Context: an optimization exercise on an open-source flow, tuned for small area. The choices shown serve that exercise and are no tape-out recipe.
Function was checked by simulation only, so behaviour that the tests miss may differ from the original.

==> flow/design.v, too long to show whole: its modules and the start of the top module <==
// module cordic_pipeline_rtl: 469 lines
module cordic_pipeline_rtl( clock, reset, ce, angle_in, sin_out, cos_out, valid_out );
  // ...
==> flow/flow/run.sh <==
#!/bin/bash
# Own layout flow: the standard flow, with the port buffers made of the
# smallest buffer cell instead of the default choice.
cp standard.sh standard_sh_copy.log
export BUFFER_PORTS_ARGS="-buffer_cell sky130_fd_sc_hd__buf_1"
bash standard.sh > standard_run.log 2>&1
==> flow/standard.sh <==
#!/bin/bash
# synth_recipe.tcl (not shown) runs the flow's synth.tcl, then flattens the netlist and writes it again
# the make line also repeats each setting of config.mk as NAME=value (left out here)
make -C /OpenROAD-flow-scripts/flow DESIGN_CONFIG=/design/flow/config.mk WORK_HOME=/design/flow/orfs CLKGATE_MAP_FILE= SYNTH_SCRIPT=/design/flow/synth_recipe.tcl "${@:-finish}"
==> flow/config.mk <==
export PLATFORM = sky130hd
export DESIGN_NAME = cordic_pipeline_rtl
export DESIGN_NICKNAME = cordic_pipeline_rtl
export VERILOG_FILES = /design/flow/design.v
export SDC_FILE = /design/flow/constraint.sdc
export NUM_CORES = 4
export LEC_CHECK = 0
export CAP_MARGIN = 0
export CORE_MARGIN = 2
export CORE_UTILIZATION = 70
export CTS_CLUSTER_DIAMETER = 100
export CTS_CLUSTER_SIZE = 30
export GPL_TIMING_DRIVEN = 1
export PLACE_DENSITY = 0.75
export SLEW_MARGIN = 0
==> flow/constraint.sdc <==
create_clock -name core_clock -period 4.5 [get_ports {clock}]
set_input_delay 0.9000 -clock core_clock [delete_from_list [all_inputs] [get_ports {clock}]]
set_output_delay 0.9000 -clock core_clock [all_outputs]
set_load 0.01 [all_outputs]
==> notes.md, run 1 <==
* FF+latch count, synth at 264
* Root buffer cell: clkbuf_16
* Inverters, non-clock at 182
* Share of cells above drive strength 1 at 0.0650
* Syn Inst Count at 1433
* Top FF cell, synth: edfxtp_1
* Status: complete, no violations
* Post-cts repair resize count at 0
* M3 GR Usage at 0.0242
* Clk cell area share at 0.0211
* Delay-heaviest family, CP: simple AND/OR/NAND/NOR gates
* Post-CTS Setup Bufs at 0
* Vias in the first global route at ~10000
* Post-route insts no fill at ~1800
* Layout clock buffers at 16
* Area Growth Syn to Fin at 6.13%
* Multiplexer share of the synthesized area at 0.0143
* Worst path bufs/invs at 2
* CTS Buf Count at 13
* Reg2reg path depth at 14
* Drt first-iter violations at 536
* Top cell types by occurrence after synthesis: edfxtp_1, inv_1, xnor2_1, fa_1, ha_1
* Most common cell on crit path: xnor2_1
* ANT cells at 0
==> run 2: changes to the inputs <==
==> flow/flow/run.sh (replaced) <==
#!/bin/bash
# Own layout flow: the standard flow (standard.sh) with two changes:
#  1. the port buffers use the smallest buffer cell (buf_1);
#  2. after the standard synthesis, full adders are flipped in polarity
#     (FA(~a,~b,~c) = ~FA(a,b,c)) where that removes inverters. The registers are
#     untouched; the rewritten netlist is checked against the original one by
#     bit-parallel random simulation of every register input and output port, and
#     the original netlist is kept if the check fails.
set -uo pipefail
export BUFFER_PORTS_ARGS="-buffer_cell sky130_fd_sc_hd__buf_1"
RES="$PWD/orfs/results/sky130hd/cordic_pipeline_rtl/base"
bash standard.sh "$RES/1_2_yosys.v" > standard_synth.log 2>&1 || exit 1
cp "$RES/1_2_yosys.v" "$PWD/yosys_standard_netlist.v"
if python3 flow/fixinv.py "$RES/1_2_yosys.v" "$PWD/fixinv_netlist.v" > fixinv.log 2>&1 \
   && python3 flow/simcheck.py "$RES/1_2_yosys.v" "$PWD/fixinv_netlist.v" > simcheck.log 2>&1; then
  cp "$PWD/fixinv_netlist.v" "$RES/1_2_yosys.v"
  echo "using the rewritten netlist" >> fixinv.log
else
  echo "keeping the standard netlist" >> fixinv.log
fi
bash standard.sh > standard_layout.log 2>&1
==> flow/flow/fixinv.py (new file) <==
#!/usr/bin/env python3
"""Remove inverters around full adders in a flat Yosys netlist of sky130 cells.

A full adder is self-dual: FA(~a,~b,~c) = (~sum, ~cout). Each fa cell may be "flipped":
it is fed the complements of its inputs and its outputs then carry the complements of the
original signals. Nets joined by inverters form classes; a class needs one inverter when
some consumer wants the polarity its driver does not give. A greedy search over flips of
single adders and of connected adder groups lowers the inverter count; the netlist is then
rewritten. Usage: fixinv.py in.v out.v
"""
import re, sys, collections

INV_RE = re.compile(r"sky130_fd_sc_hd__(inv|clkinv)_\d+$")
FA_RE = re.compile(r"sky130_fd_sc_hd__fa_\d+$")
OUTPINS = {"X", "Y", "Q", "Q_N", "SUM", "COUT", "HI", "LO"}

def main(src, dst):
    text = open(src).read()
    m = re.search(r"^(.*?\bmodule\b.*?\);\n)(.*)(endmodule.*)$", text, re.S)
    head, body, tail = m.group(1), m.group(2), m.group(3)
    stmts = re.split(r"(?<=;)", body)
    cells = []
    for i, s in enumerate(stmts):
        mm = re.match(r"\s*(sky130_fd_sc_hd__\w+)\s+(\S+)\s*\((.*)\)\s*;\s*$", s, re.S)
        if mm:
            pins = collections.OrderedDict((p, n.strip()) for p, n in re.findall(r"\.(\w+)\(([^()]*)\)", mm.group(3)))
            cells.append({"i": i, "type": mm.group(1), "name": mm.group(2), "pins": pins})
    # nets used outside cells (assigns) or declared as ports keep their exact polarity
    pinned = set()
    for s in stmts:
        if re.match(r"\s*sky130_fd_sc_hd__", s): continue
        if re.match(r"\s*(wire|reg)\b", s): continue
        for n in re.findall(r"(\\\S+|[A-Za-z_][\w$]*)(\s*\[\d+(?::\d+)?\])?", s):
            pinned.add(n[0]); pinned.add((n[0] + n[1].replace(" ", "")) if n[1] else n[0])
    def base(n):
        return re.sub(r"\s*\[.*$", "", n)
    drv = {}
    loads = collections.defaultdict(list)
    for c in cells:
        for p, n in c["pins"].items():
            if p in OUTPINS: drv[n] = (c, p)
            else: loads[n].append((c, p))
    isinv = lambda c: bool(INV_RE.match(c["type"]))
    isfa = lambda c: bool(FA_RE.match(c["type"]))
    # classes: follow inverters back to the root
    pol = {}; root = {}
    def find(n):
        if n in root: return root[n], pol[n]
        d = drv.get(n)
        if d and isinv(d[0]):
            r, p = find(d[0]["pins"]["A"])
            root[n], pol[n] = r, p ^ 1
        else:
            root[n], pol[n] = n, 0
        return root[n], pol[n]
    allnets = set(drv) | set(loads)
    for n in allnets: find(n)
    members = collections.defaultdict(list)
    for n in allnets: members[root[n]].append(n)
    fas = [c for c in cells if isfa(c)]
    faid = {c["name"]: k for k, c in enumerate(fas)}
    flip = [0] * len(fas)
    # a class is frozen if any member net is pinned (port/assign) or it is a constant
    def frozen(r):
        return any(n in pinned or base(n) in pinned or "'" in n for n in members[r])
    # consumers of each class: list of (cell, pin, polarity wanted relative to root)
    cons = collections.defaultdict(list)
    for n in allnets:
        for (c, p) in loads.get(n, []):
            if isinv(c): continue
            cons[root[n]].append((c, p, pol[n]))
    def drvflip(r):
        d = drv.get(r)
        if d and isfa(d[0]): return flip[faid[d[0]["name"]]]
        return 0
    def cost(r):
        f0 = drvflip(r)
        need = set()
        for (c, p, q) in cons[r]:
            need.add(q ^ (flip[faid[c["name"]]] if isfa(c) else 0))
        if frozen(r):
            # every original member polarity must stay available under its own name
            need |= {pol[n] for n in members[r]}
        return 1 if (need - {f0}) else 0
    # classes touched by each fa
    touch = collections.defaultdict(set)
    for k, c in enumerate(fas):
        for p, n in c["pins"].items():
            if n in root: touch[k].add(root[n])
    classes = list(members)
    orig = sum(1 for c in cells if isinv(c))
    total = sum(cost(r) for r in classes)
    pass
    # groups: fas joined by direct (inverter-free or not) connections between fa pins
    adj = collections.defaultdict(set)
    for r in classes:
        ks = set()
        d = drv.get(r)
        if d and isfa(d[0]): ks.add(faid[d[0]["name"]])
        for (c, p, q) in cons[r]:
            if isfa(c): ks.add(faid[c["name"]])
        for a in ks:
            adj[a] |= ks - {a}
    def try_flip(group):
        cls = set()
        for k in group: cls |= touch[k]
        before = sum(cost(r) for r in cls)
        for k in group: flip[k] ^= 1
        after = sum(cost(r) for r in cls)
        if after < before: return before - after
        for k in group: flip[k] ^= 1
        return 0
    improved = True
    while improved:
        improved = False
        for k in range(len(fas)):
            if try_flip([k]): improved = True
        for k in range(len(fas)):
            for j in adj[k]:
                if j > k and try_flip([k, j]): improved = True
        # chains along carries
        for k in range(len(fas)):
            grp = [k]; cur = k
            for _ in range(12):
                nxt = [j for j in adj[cur] if j not in grp]
                if not nxt: break
                cur = nxt[0]; grp.append(cur)
                if try_flip(list(grp)): improved = True
    total = sum(cost(r) for r in classes)
    pass
    # rewrite: per class, nets for polarity 0/1
    newwires = []
    cnt = [0]
    def newnet():
        cnt[0] += 1
        nm = "_fixinv_%d_" % cnt[0]
        newwires.append(nm)
        return nm
    drop = set(c["name"] for c in cells if isinv(c))
    addcells = []
    for r in classes:
        polnet = {}
        for n in members[r]:
            polnet.setdefault(pol[n], n)
        f0 = drvflip(r)
        need = set()
        for (c, p, q) in cons[r]:
            need.add(q ^ (flip[faid[c["name"]]] if isfa(c) else 0))
        if frozen(r): need |= {pol[n] for n in members[r]}
        d = drv.get(r)
        if d is None:
            # undriven (input port / constant): keep the original inverters, they drive pinned nets
            for n in members[r]:
                dd = drv.get(n)
                if dd and isinv(dd[0]): drop.discard(dd[0]["name"])
            continue
        if frozen(r) and f0 == 0:
            # keep everything as is for frozen classes whose driver is not flipped
            for n in members[r]:
                dd = drv.get(n)
                if dd and isinv(dd[0]): drop.discard(dd[0]["name"])
            continue
        assert not frozen(r)
        net = {}
        net[f0] = polnet.get(f0) or newnet()
        d[0]["pins"][d[1]] = net[f0]
        if (1 ^ f0) in need:
            net[1 ^ f0] = polnet.get(1 ^ f0) or newnet()
            addcells.append(("sky130_fd_sc_hd__inv_1", net[f0], net[1 ^ f0]))
        for (c, p, q) in cons[r]:
            want = q ^ (flip[faid[c["name"]]] if isfa(c) else 0)
            c["pins"][p] = net[want]
    out = []
    for i, s in enumerate(stmts):
        out.append(s)
    for c in cells:
        if c["name"] in drop:
            out[c["i"]] = ""
            continue
        conn = ",".join("\n    .%s(%s%s)" % (p, n, " " if n.startswith("\\") else "") for p, n in c["pins"].items())
        out[c["i"]] = "\n  %s %s (%s\n  );" % (c["type"], c["name"], conn)
    extra = "".join("\n  wire %s;" % nm for nm in newwires)
    for k, (t, a, y) in enumerate(addcells):
        extra += "\n  %s _fixinv_cell_%d_ (\n    .A(%s%s),\n    .Y(%s%s)\n  );" % (t, k, a, " " if a.startswith("\\") else "", y, " " if y.startswith("\\") else "")
    res = head + extra + "".join(out) + "\n" + tail
    open(dst, "w").write(res)
    ninv = len(re.findall(r"sky130_fd_sc_hd__(?:inv|clkinv)_\d+ ", res))
    print("inverters after: %d" % ninv)

if __name__ == "__main__":
    main(sys.argv[1], sys.argv[2])
==> flow/flow/simcheck.py (new file) <==
#!/usr/bin/env python3
"""Compare two flat sky130 netlists combinationally: flop outputs and primary inputs are
driven with the same random bit-parallel words, and every flop input and primary output
must match. Usage: simcheck.py gold.v gate.v [lib]"""
import re, sys, random, collections
LIB = "/OpenROAD-flow-scripts/flow/platforms/sky130hd/lib/sky130_fd_sc_hd__tt_025C_1v80.lib"
W = 1 << 14
MASK = (1 << W) - 1

def libfuncs(path):
    txt = open(path).read()
    funcs = {}; seq = set()
    for m in re.finditer(r'\n    cell \("(\w+)"\) \{', txt):
        name = m.group(1)
        end = txt.find('\n    cell (', m.end())
        body = txt[m.end(): end if end > 0 else len(txt)]
        if re.search(r'\n        (ff|latch|statetable) ', body): seq.add(name); continue
        outs = {}
        for pm in re.finditer(r'\n        pin \("(\w+)"\) \{(.*?)\n        \}', body, re.S):
            f = re.search(r'function : "([^"]*)"', pm.group(2))
            if f and 'direction : "output"' in pm.group(2): outs[pm.group(1)] = f.group(1)
        funcs[name] = outs
    return funcs, seq

def pyexpr(f):
    f = f.replace('!', ' ~').replace('&', ' & ').replace('|', ' | ').replace('^', ' ^ ')
    f = re.sub(r'\b([A-Z]\w*)\b', r'v["\1"]', f)
    f = f.replace('1', 'MASK') if f.strip() == '1' else f
    return f

def parse(path):
    text = open(path).read()
    cells = []
    for mm in re.finditer(r"(sky130_fd_sc_hd__\w+)\s+(\S+)\s*\((.*?)\);", text, re.S):
        pins = dict((p, n.strip()) for p, n in re.findall(r"\.(\w+)\(([^()]*)\)", mm.group(3)))
        cells.append((mm.group(1), mm.group(2), pins))
    assigns = re.findall(r"assign\s+(.*?)\s*=\s*(.*?);", text)
    ins = []
    for d in re.findall(r"input\s+(\[[^\]]*\])?\s*(\S+);", text):
        if d[0]:
            hi, lo = map(int, re.match(r"\[(\d+):(\d+)\]", d[0]).groups())
            ins += ["%s[%d]" % (d[1], i) for i in range(lo, hi + 1)]
        else: ins.append(d[1])
    outs = []
    for d in re.findall(r"output\s+(\[[^\]]*\])?\s*(\S+);", text):
        if d[0]:
            hi, lo = map(int, re.match(r"\[(\d+):(\d+)\]", d[0]).groups())
            outs += ["%s[%d]" % (d[1], i) for i in range(lo, hi + 1)]
        else: outs.append(d[1])
    return cells, assigns, ins, outs

def norm(n):
    n = n.strip()
    if n.startswith("\\"): n = n[1:]
    return n.replace(" ", "")

def simulate(path, funcs, seq, stim):
    cells, assigns, ins, outs = parse(path)
    val = {"1'h0": 0, "1'h1": MASK, "1'b0": 0, "1'b1": MASK}
    for n in ins: val[norm(n)] = stim.setdefault("in:" + norm(n), random.getrandbits(W))
    flops = {}
    for t, nm, pins in cells:
        tt = t.replace("sky130_fd_sc_hd__", "")
        if t in seq:
            q = norm(pins.get("Q", ""))
            val[q] = stim.setdefault("ff:" + nm, random.getrandbits(W))
            flops[nm] = pins
    comb = [(t, nm, pins) for t, nm, pins in cells if t not in seq]
    drv = {}
    for c in comb:
        for p, n in c[2].items():
            if p in funcs[c[0]]: drv[norm(n)] = c
    asg = {norm(a): norm(b) for a, b in assigns}
    done = set()
    sys.setrecursionlimit(100000)
    def get(n):
        n = norm(n)
        if n in val: return val[n]
        if n in asg:
            val[n] = get(asg[n]); return val[n]
        c = drv.get(n)
        if c is None: raise KeyError(n)
        t, nm, pins = c
        v = {p: get(pins[p]) for p in pins if p not in funcs[t]}
        for op, f in funcs[t].items():
            e = pyexpr(f)
            r = eval(e, {"v": v, "MASK": MASK}) & MASK
            val[norm(pins[op])] = r
        return val[n]
    res = {}
    for nm, pins in flops.items():
        for p in pins:
            if p not in ("Q", "CLK", "Q_N"): res["ff:%s.%s" % (nm, p)] = get(pins[p])
    for o in outs: res["out:" + norm(o)] = get(o)
    return res

funcs, seq = libfuncs(sys.argv[3] if len(sys.argv) > 3 else LIB)
random.seed(1)
stim = {}
a = simulate(sys.argv[1], funcs, seq, stim)
b = simulate(sys.argv[2], funcs, seq, stim)
bad = [k for k in a if a[k] != b.get(k)]
print("compared %d signals x %d vectors; mismatches: %d" % (len(a), W, len(bad)))
print(bad[:10])
sys.exit(1 if bad or set(a) != set(b) else 0)
==> run 2 against run 1 <==
- still clean
- clock skew grew 0.025 ns
- critical path depth up 2
- die area fell by 1.4%
- fmax increased by 0.24%
- via count shrank 1.2%
- critical endpoint is now l14_y[9]
- largest cell class unchanged
==> notes.md, run 2 <==
* Die ar. at 25100 um2 (was 25400 um2)
* Vias at 10020 (was 10144)
* Slew Viols, Final at 0 (unchanged)
* Final worst setup slack at 0.186 ns (was 0.176 ns)
* Vias per cell at 5.79 (was 5.65)
* CP Max Fanout at 4 (was 9)
* Tightest Pin Transition at 0.796 ns (was 0.890 ns)
* Vias in the first global route at 9713 (was 10282)
* Detailed Place HPWL at 21000 um (was 21400 um)
* Die Y at 158 um (was 159 um)
* Die X at 158 um (was 159 um)
* Final Critical Period at 4.31 ns (was 4.32 ns)
* Arrival @ worst endpoint at 4.58 ns (was 4.55 ns)
* Unrepaired setup endpoints after global routing: true (unchanged)
* Clk_skew at 0.0376 ns (was 0.0122 ns)
* Nets at 1594 (was 1663)
* Worst slack at placement at 0.0293 ns (was 0.0347 ns)
* Setup violators final at 0 (unchanged)
* CP Launch Type: flip-flop (unchanged)
* Synth Warn # at 1 (unchanged)
* Largest net degree at the start of global routing at 123 (was 99)
* Mapped cell area at 16700 um2 (was 16900 um2)
* WL/cell at 16.3 um (was 15.8 um)
* Tot GR Track Use at 0.229 (was 0.228)
* Placed cell area at 17200 um2 (was 17500 um2)
* Most common cell after layout, fill and taps aside: edfxtp_1 (unchanged)
* Mapped Nets at 1560 (was 1623)
* Fill count at 1555 (was 1573)
* DRC viols at 0 (unchanged)
* I/O pins at 40 (unchanged)
* Worst EP required at 4.76 ns (was 4.72 ns)
* CTS tree: yes (unchanged)
* Setup TNS at 0 ns (unchanged)
* Rel. slew slack at 0.469 (was 0.407)
* Initial antenna violation count at 0 (unchanged)
* Final instance area at 17700 um2 (was 17900 um2)
* Worst-Skew Late Latency at 0.50 ns (was 0.48 ns)
* Syn avg cell area at 12.2 um2 (was 11.8 um2)
* Detail Route Antenna Nets at 0 (unchanged)
* Sink Count at 264 (unchanged)
* Max cap viols at 0 (unchanged)
* Clock transition at path regs at 0.11 ns (about the same)
* Area Growth Syn to Fin at 6.34% (was 6.13%)
* Pre-antenna DRT Iters at 5 (unchanged)
* ANT cells at 0 (unchanged)
* GP Congestion at 0.893 (was 0.867)
* Fin crit share at 0.959 (was 0.961)
* Rows at 56 (unchanged)
* CTS Buf Count at 13 (unchanged)
* Fin Hold WS at 0.427 ns (was 0.418 ns)
* Most frequent cells in the layout: edfxtp_1, xnor2_1, inv_1, fa_1, ha_1 (was edfxtp_1, inv_1, xnor2_1, fa_1, ha_1)
* First-pass GRT wire length at 45800 um (was 47900 um)
* Worst min path class: reg2reg (unchanged)
* Count of input and output buffers at 39 (unchanged)
* Syn Inst Count at 1370 (was 1433)
* Share of cells above drive strength 1 at 0.0631 (was 0.0650)
* Longest Clk Path Bufs at 3 (unchanged)
* Reg with most FFs: l1_e (unchanged)
* Max reg flops at 14 (unchanged)
* Final hold vios at 0 (unchanged)
* Core area at 23400 um2 (was 23600 um2)
* Drt first-iter violations at 536 (unchanged)
* Routed wire length at 28200 um (was 28300 um)
* H-tree levels at 1 (unchanged)
* FMAX at 232 MHz (was 231 MHz)
* Initial Utilization at 0.712 (was 0.716)
* Remaining global-route overflow at 0 (unchanged)
* Root buffer cell: clkbuf_16 (unchanged)
* Worst Setup End Kind: flip-flop (unchanged)
* Class of the most critical setup path: reg2reg (unchanged)
* Status: complete, no violations (unchanged)
## run 2: per-stage QoR
stage,utilization,cells
global route,0.757,1730
floorplan,-,1370
detailed placement,0.737,1706
CTS,0.755,1728
finish,0.757,1730
global placement,0.737,1706
## run 2: what timing repair did
| item | CTS | global route |
|---|---|---|
| hold buffers | 0 | 0 |
| resized for setup | 0 | 12 |
| buffers inserted | 0 | 2 |
| setup endpoints to repair | 0 | 17 |
## run 2: critical path, cell delays in order, from the launching register on
cell and delay [ns]:
edfxtp_1 0.46, xnor2_1 0.18, inv_1 0.07, fa_1 0.41
fa_1 0.39, or4_4 0.53, nor2_2 0.12, a31oi_1 0.16
xnor2_2 0.23, mux2i_1 0.28, fa_2 0.27, o31ai_1 0.12
nor4_1 0.31, buf_4 0.19, nand3_1 0.07, a2bb2oi_1 0.15
xnor2_1 0.13
## run 2: layer usage
layer	track usage	wire length, um	up-vias
li1	-	-	4877
met1	0.281	11600	4914
met2	0.432	15100	185
met3	0.0245	879	44
met4	0.0592	616	0
met5	0	0	-
## run 2: final timing paths
kind / slack (ns) / depth (start not counted) / startpoint / endpoint
worst max-delay path: 0.19 / 16 / l13_d[9] / l14_y[9]
worst min-delay path: 0.43 / 0 / l9_d[9] / l10_d[9]
worst max register to register: 0.19 / 16 / l13_d[9] / l14_y[9]
worst min register to register: 0.43 / 0 / l9_d[9] / l10_d[9]
## run 2: area by class of cell
type / count / area [um2] / area share
Tap cell: 319 / 399 / 0.0225
Inverter: 119 / 447 / 0.0252
Timing Repair Buffer: 71 / 415 / 0.0234
Multi-Input combinational cell: 935 / 8150 / 0.460
Sequential cell: 264 / 7890 / 0.445
Clock buffer: 18 / 344 / 0.0194
Clock inverter: 4 / 85.1 / 0.00480
==> run 3: changes to the inputs <==
==> flow/flow/run.sh (replaced) <==
#!/bin/bash
# Own layout flow: the standard flow (standard.sh) with three changes:
#  1. the port buffers use the smallest buffer cell (buf_1);
#  2. after the standard synthesis, the combinational cells other than full adders are
#     mapped again by Yosys/ABC for area (registers and their names are untouched);
#  3. full adders are flipped in polarity (FA(~a,~b,~c) = ~FA(a,b,c)) where that
#     removes inverters.
# Each rewritten netlist is checked against the standard synthesis's netlist by
# bit-parallel random simulation of every register input and every output port; a step
# whose result fails the check is dropped.
set -uo pipefail
export BUFFER_PORTS_ARGS="-buffer_cell sky130_fd_sc_hd__buf_1"
RES="$PWD/orfs/results/sky130hd/cordic_pipeline_rtl/base"
bash standard.sh "$RES/1_2_yosys.v" > standard_synth.log 2>&1 || exit 1
cp "$RES/1_2_yosys.v" "$PWD/netlist_standard.v"
CUR="$PWD/netlist_standard.v"
if python3 flow/remap.py "$CUR" "$PWD/netlist_remap.v" "$PWD" > remap.log 2>&1 \
   && python3 flow/simcheck.py "$PWD/netlist_standard.v" "$PWD/netlist_remap.v" > simcheck_remap.log 2>&1; then
  CUR="$PWD/netlist_remap.v"; echo "remap: used" >> remap.log
else
  echo "remap: dropped" >> remap.log
fi
if python3 flow/fixinv.py "$CUR" "$PWD/netlist_fixinv.v" > fixinv.log 2>&1 \
   && python3 flow/simcheck.py "$PWD/netlist_standard.v" "$PWD/netlist_fixinv.v" > simcheck_fixinv.log 2>&1; then
  CUR="$PWD/netlist_fixinv.v"; echo "fixinv: used" >> fixinv.log
else
  echo "fixinv: dropped" >> fixinv.log
fi
cp "$CUR" "$RES/1_2_yosys.v"
bash standard.sh > standard_layout.log 2>&1
==> flow/flow/remap.py (new file) <==
#!/usr/bin/env python3
"""Re-map the combinational logic of a flat sky130 netlist with Yosys/ABC for area.

Registers (every sequential cell) and full-adder cells stay as they are, with their
instance names; all other cells are read as their liberty functions, flattened and mapped
again by ABC, avoiding the platform's don't-use cells.
Usage: remap.py in.v out.v workdir  (FLOW_HOME must point at ORFS's flow/ folder)"""
import os, re, sys, subprocess
flow = os.environ.get("FLOW_HOME", "/OpenROAD-flow-scripts/flow")
lib = flow + "/platforms/sky130hd/lib/sky130_fd_sc_hd__tt_025C_1v80.lib"
src, dst, wd = sys.argv[1], sys.argv[2], sys.argv[3]
txt = open(lib).read()
models = []
for m in re.finditer(r'\n    cell \("(\w+)"\) \{', txt):
    name = m.group(1)
    end = txt.find('\n    cell (', m.end()); body = txt[m.end(): end if end > 0 else len(txt)]
    if re.search(r'\n        (ff|latch|statetable) ', body): continue
    if re.search(r'__fa_\d', name): continue
    pins = []; outs = {}; ok = True
    for pm in re.finditer(r'\n        pin \("(\w+)"\) \{(.*?)\n        \}', body, re.S):
        d = re.search(r'direction : "(\w+)"', pm.group(2))
        if not d: continue
        f = re.search(r'function : "([^"]*)"', pm.group(2))
        pins.append((pm.group(1), d.group(1)))
        if d.group(1) == 'output':
            if not f: ok = False; break
            outs[pm.group(1)] = f.group(1)
    if not ok or not outs: continue
    s = "module %s(%s);\n" % (name, ", ".join(p for p, _ in pins))
    for p, d in pins: s += "  %s %s;\n" % (d, p)
    for o, f in outs.items(): s += "  assign %s = %s;\n" % (o, f.replace('!', '~'))
    models.append(s + "endmodule\n")
open(wd + "/remap_models.v", "w").write("".join(models))
cfg = open(flow + "/platforms/sky130hd/config.mk").read()
du = re.search(r"export DONT_USE_CELLS \+= \\(.*?)\n#", cfg, re.S).group(1)
dont = " ".join("-dont_use " + c for c in re.findall(r"sky130_fd_sc_hd__\w+", du))
ys = """read_liberty -lib {lib}
read_verilog -overwrite {wd}/remap_models.v
read_verilog {src}
hierarchy -top cordic_pipeline_rtl
flatten
techmap
opt -purge
abc -liberty {lib} {dont}
opt_clean -purge
hilomap -singleton -hicell sky130_fd_sc_hd__conb_1 HI -locell sky130_fd_sc_hd__conb_1 LO
insbuf -buf sky130_fd_sc_hd__buf_4 A X
opt_clean -purge
check
stat -liberty {lib}
write_verilog -noattr -nohex -nodec {dst}
""".format(lib=lib, wd=wd, src=src, dst=dst, dont=dont)
open(wd + "/remap.ys", "w").write(ys)
r = subprocess.run(["yosys", "-s", wd + "/remap.ys"], stdout=open(wd + "/remap_yosys.log", "w"), stderr=subprocess.STDOUT)
sys.exit(r.returncode)
==> run 3 against run 2 <==
- the layout now fails its checks (negative setup slack)
- flip-flop and latch count is the same
- core utilization grew 4.8 points
- routed wire length shrank 3.1%
- final cell count shrank 4.3%
- sequential share of layout area grew 1.8 points
- cell area shrank 3.8%
- non-clock buffer count grew 66
- critical endpoint unchanged
- largest cell class is now registers
==> notes.md, run 3 <==
* Status: finished with violations (was complete, no violations)
* SO Viols: negative setup slack
* Root buffer cell: clkbuf_16 (unchanged)
* Tot GR Track Use at 0.237 (was 0.229)
* H-tree levels at 1 (unchanged)
* Most common cell after layout, fill and taps aside: edfxtp_1 (unchanged)
* Setup violators final at 16 (was 0)
* Max cap viols at 0 (unchanged)
* FMAX at 206 MHz (was 232 MHz)
* WL/cell at 16.5 um (was 16.3 um)
* Worst setup endpoint: l14_y[9] (unchanged)
* Initial Utilization at 0.718 (was 0.712)
* ANT cells at 0 (unchanged)
* Met1 GRT Util at 0.277 (was 0.281)
* Mapped Nets at 1329 (was 1560)
* Class of the most critical setup path: reg2reg (unchanged)
* I/O pins at 40 (unchanged)
* Nets at 1480 (was 1594)
* Die ar. at 22900 um2 (was 25100 um2)
* Unrepaired setup endpoints after global routing: true (unchanged)
* Final worst setup slack at -0.347 ns (was 0.186 ns)
* Routed wire length at 27300 um (was 28200 um)
* Synth Warn # at 1 (unchanged)
* Mapped cell area at 15200 um2 (was 16700 um2)
* Arrival @ worst endpoint at 5.08 ns (was 4.58 ns)
* Detailed Place HPWL at 19100 um (was 21000 um)
* Most frequent cells in the layout: edfxtp_1, xnor2_1, nor2_1, buf_4, xor2_1 (was edfxtp_1, xnor2_1, inv_1, fa_1, ha_1)
* DRC viols at 0 (unchanged)
* CP startpoint: l13_d[9] (unchanged)
* Sink Count at 264 (unchanged)
* Critical R2R Capture: l14_y[9] (unchanged)
* Final Critical Period at 4.85 ns (was 4.31 ns)
* CP Launch Type: flip-flop (unchanged)
* Vias in the first global route at 9263 (was 9713)
* Drt first-iter violations at 578 (was 536)
* GR peak layer: met2 (unchanged)
* Final core utilization at 0.806 (was 0.757)
* Vias at 9513 (was 10020)
* R2R Setup Slk at -0.35 ns (was 0.19 ns)
* M3 GR Usage at 0.0250 (was 0.0245)
* Remaining global-route overflow at 0 (unchanged)
* Largest net degree at the start of global routing at 148 (was 123)
* Fin crit share at 1.08 (was 0.959)
* Rows at 53 (was 56)
* Reg2reg start: l13_d[9] (unchanged)
* Core area at 21200 um2 (was 23400 um2)
* Worst Setup End Kind: flip-flop (unchanged)
* Clk_skew at 0.0185 ns (was 0.0376 ns)
* GP Congestion at 0.881 (was 0.893)
* GR Util met2 at 0.463 (was 0.432)
* Detail Route Antenna Nets at 0 (unchanged)
* Initial antenna violation count at 0 (unchanged)
* Worst-Skew Late Latency at 0.49 ns (was 0.50 ns)
* Tightest Pin Transition at 1.12 ns (was 0.796 ns)
* Pre-antenna DRT Iters at 6 (was 5)
* Clock transition at path regs at 0.11 ns (about the same)
* Longest Clk Path Bufs at 3 (unchanged)
* Die Y at 151 um (was 158 um)
* Area Growth Syn to Fin at 12.3% (was 6.34%)
* Count of input and output buffers at 39 (unchanged)
* Syn Inst Count at 1225 (was 1370)
* Syn avg cell area at 12.4 um2 (was 12.2 um2)
* Slew Viols, Final at 0 (unchanged)
* Worst EP required at 4.74 ns (was 4.76 ns)
* Vias per cell at 5.74 (was 5.79)
* CTS tree: yes (unchanged)
* Reg with most FFs: l1_e (unchanged)
* Share of cells above drive strength 1 at 0.120 (was 0.0631)
* Rel. slew slack at 0.244 (was 0.469)
* CP Max Fanout at 5 (was 4)
* First-pass GRT wire length at 43000 um (was 45800 um)
* Final hold vios at 0 (unchanged)
* CTS Buf Count at 12 (was 13)
* Die X at 151 um (was 158 um)
* Reg2reg path depth at 19 (was 16)
* Max reg flops at 14 (unchanged)
* Worst min path class: reg2reg (unchanged)
run 3: stage by stage:
stage / area, um2 / hold slack, ns / worst slack, ns / TNS (ns) / cells
after global placement: 16300 / 0.401 / 0.0100 / 0 / 1602
after CTS: 16900 / 0.417 / -0.0870 / -0.350 / 1646
after floorplan: 15300 / 0.400 / -0.0875 / -0.134 / 1225
after detailed placement: 16300 / 0.405 / -0.209 / -0.986 / 1602
final: 17000 / 0.422 / -0.347 / -3.21 / 1656
after global routing: 17000 / 0.435 / -0.467 / -5.98 / 1656
run 3: area by class of cell:
| class | count | area, um2 |
|---|---|---|
| clock buffer | 18 | 354 |
| clock inverter | 1 | 5.00 |
| fill | 1205 | 4110 |
| inverter | 83 | 312 |
| multi-input combinational | 878 | 7220 |
| sequential | 264 | 7890 |
| tap | 275 | 344 |
| timing repair buffer | 137 | 918 |
run 3: how the worst min path moves through the flow:
stage / cells past startpoint / startpoint / to / slack, ns
floorplan: 0 / l9_d[10] / l10_d[10] / 0.40
global placement: 0 / l10_d[7] / l11_d[7] / 0.40
detailed placement: 0 / l2_d[3] / l3_d[3] / 0.40
CTS: 0 / l4_d[5] / l5_d[5] / 0.42
global route: 0 / l2_d[5] / l3_d[5] / 0.43
finish: 0 / l2_d[3] / l3_d[3] / 0.42
run 3: critical path, stage by stage (launching register included):
cell and delay [ns]:
edfxtp_1 0.52, buf_4 0.19, buf_6 0.11, mux2i_1 0.12
inv_1 0.11, fa_2 0.39, fa_2 0.39, nor2_4 0.11
nand4bb_1 0.14, or4_4 0.45, or2_4 0.28, mux2i_4 0.18
xnor3_2 0.32, fa_2 0.41, nor3b_2 0.22, nand2b_1 0.14
buf_4 0.17, nor2_4 0.11, o21ai_1 0.10, xnor2_1 0.14
run 3: routing by layer:
layer / vias to the layer above / routed length (um) / part of all wire
li1: 4601 / - / -
met3: 63 / 895 / 0.033
met1: 4629 / 10600 / 0.39
met2: 220 / 15100 / 0.55
met5: - / 0 / 0
met4: 0 / 742 / 0.027
run 3: repair_timing:
item	4_1_cts	5_1_grt
hold buffers	0	0
setup buffers	26	10
pin swaps	13	14
resized for setup	16	31
endpoints found under the setup margin	11	24

## static timing again, ports no longer ideal
The flow's constraints put no driver on any port. The routed layouts listed below were extracted and timed again, unchanged, in two steps. Step 1: set_driving_cell puts a clkbuf_16 on clock and a buf_2 on each other input, an assumption about the parent block. Step 2, shift: input delay + t, output delay - t, t = (earliest + latest rising clock arrival at the registers) / 2. This alone moves slack from input paths to output paths. a / b / c = no drivers / after step 1 / after step 2; a / b = the first two.
run	shift t [ns]	slack for setup (ns)	worst hold slack (ns)	worst data-port slew with drivers (ns)
run 1	0.524	0.176 / 0.176 / 0.176	0.418 / 0.418 / 0.418	0.04
run 2	0.530	0.186 / 0.186 / 0.186	0.427 / 0.427 / 0.427	0.03
run 3	0.524	-0.347 / -0.347 / -0.347	0.422 / 0.422 / 0.422	0.04
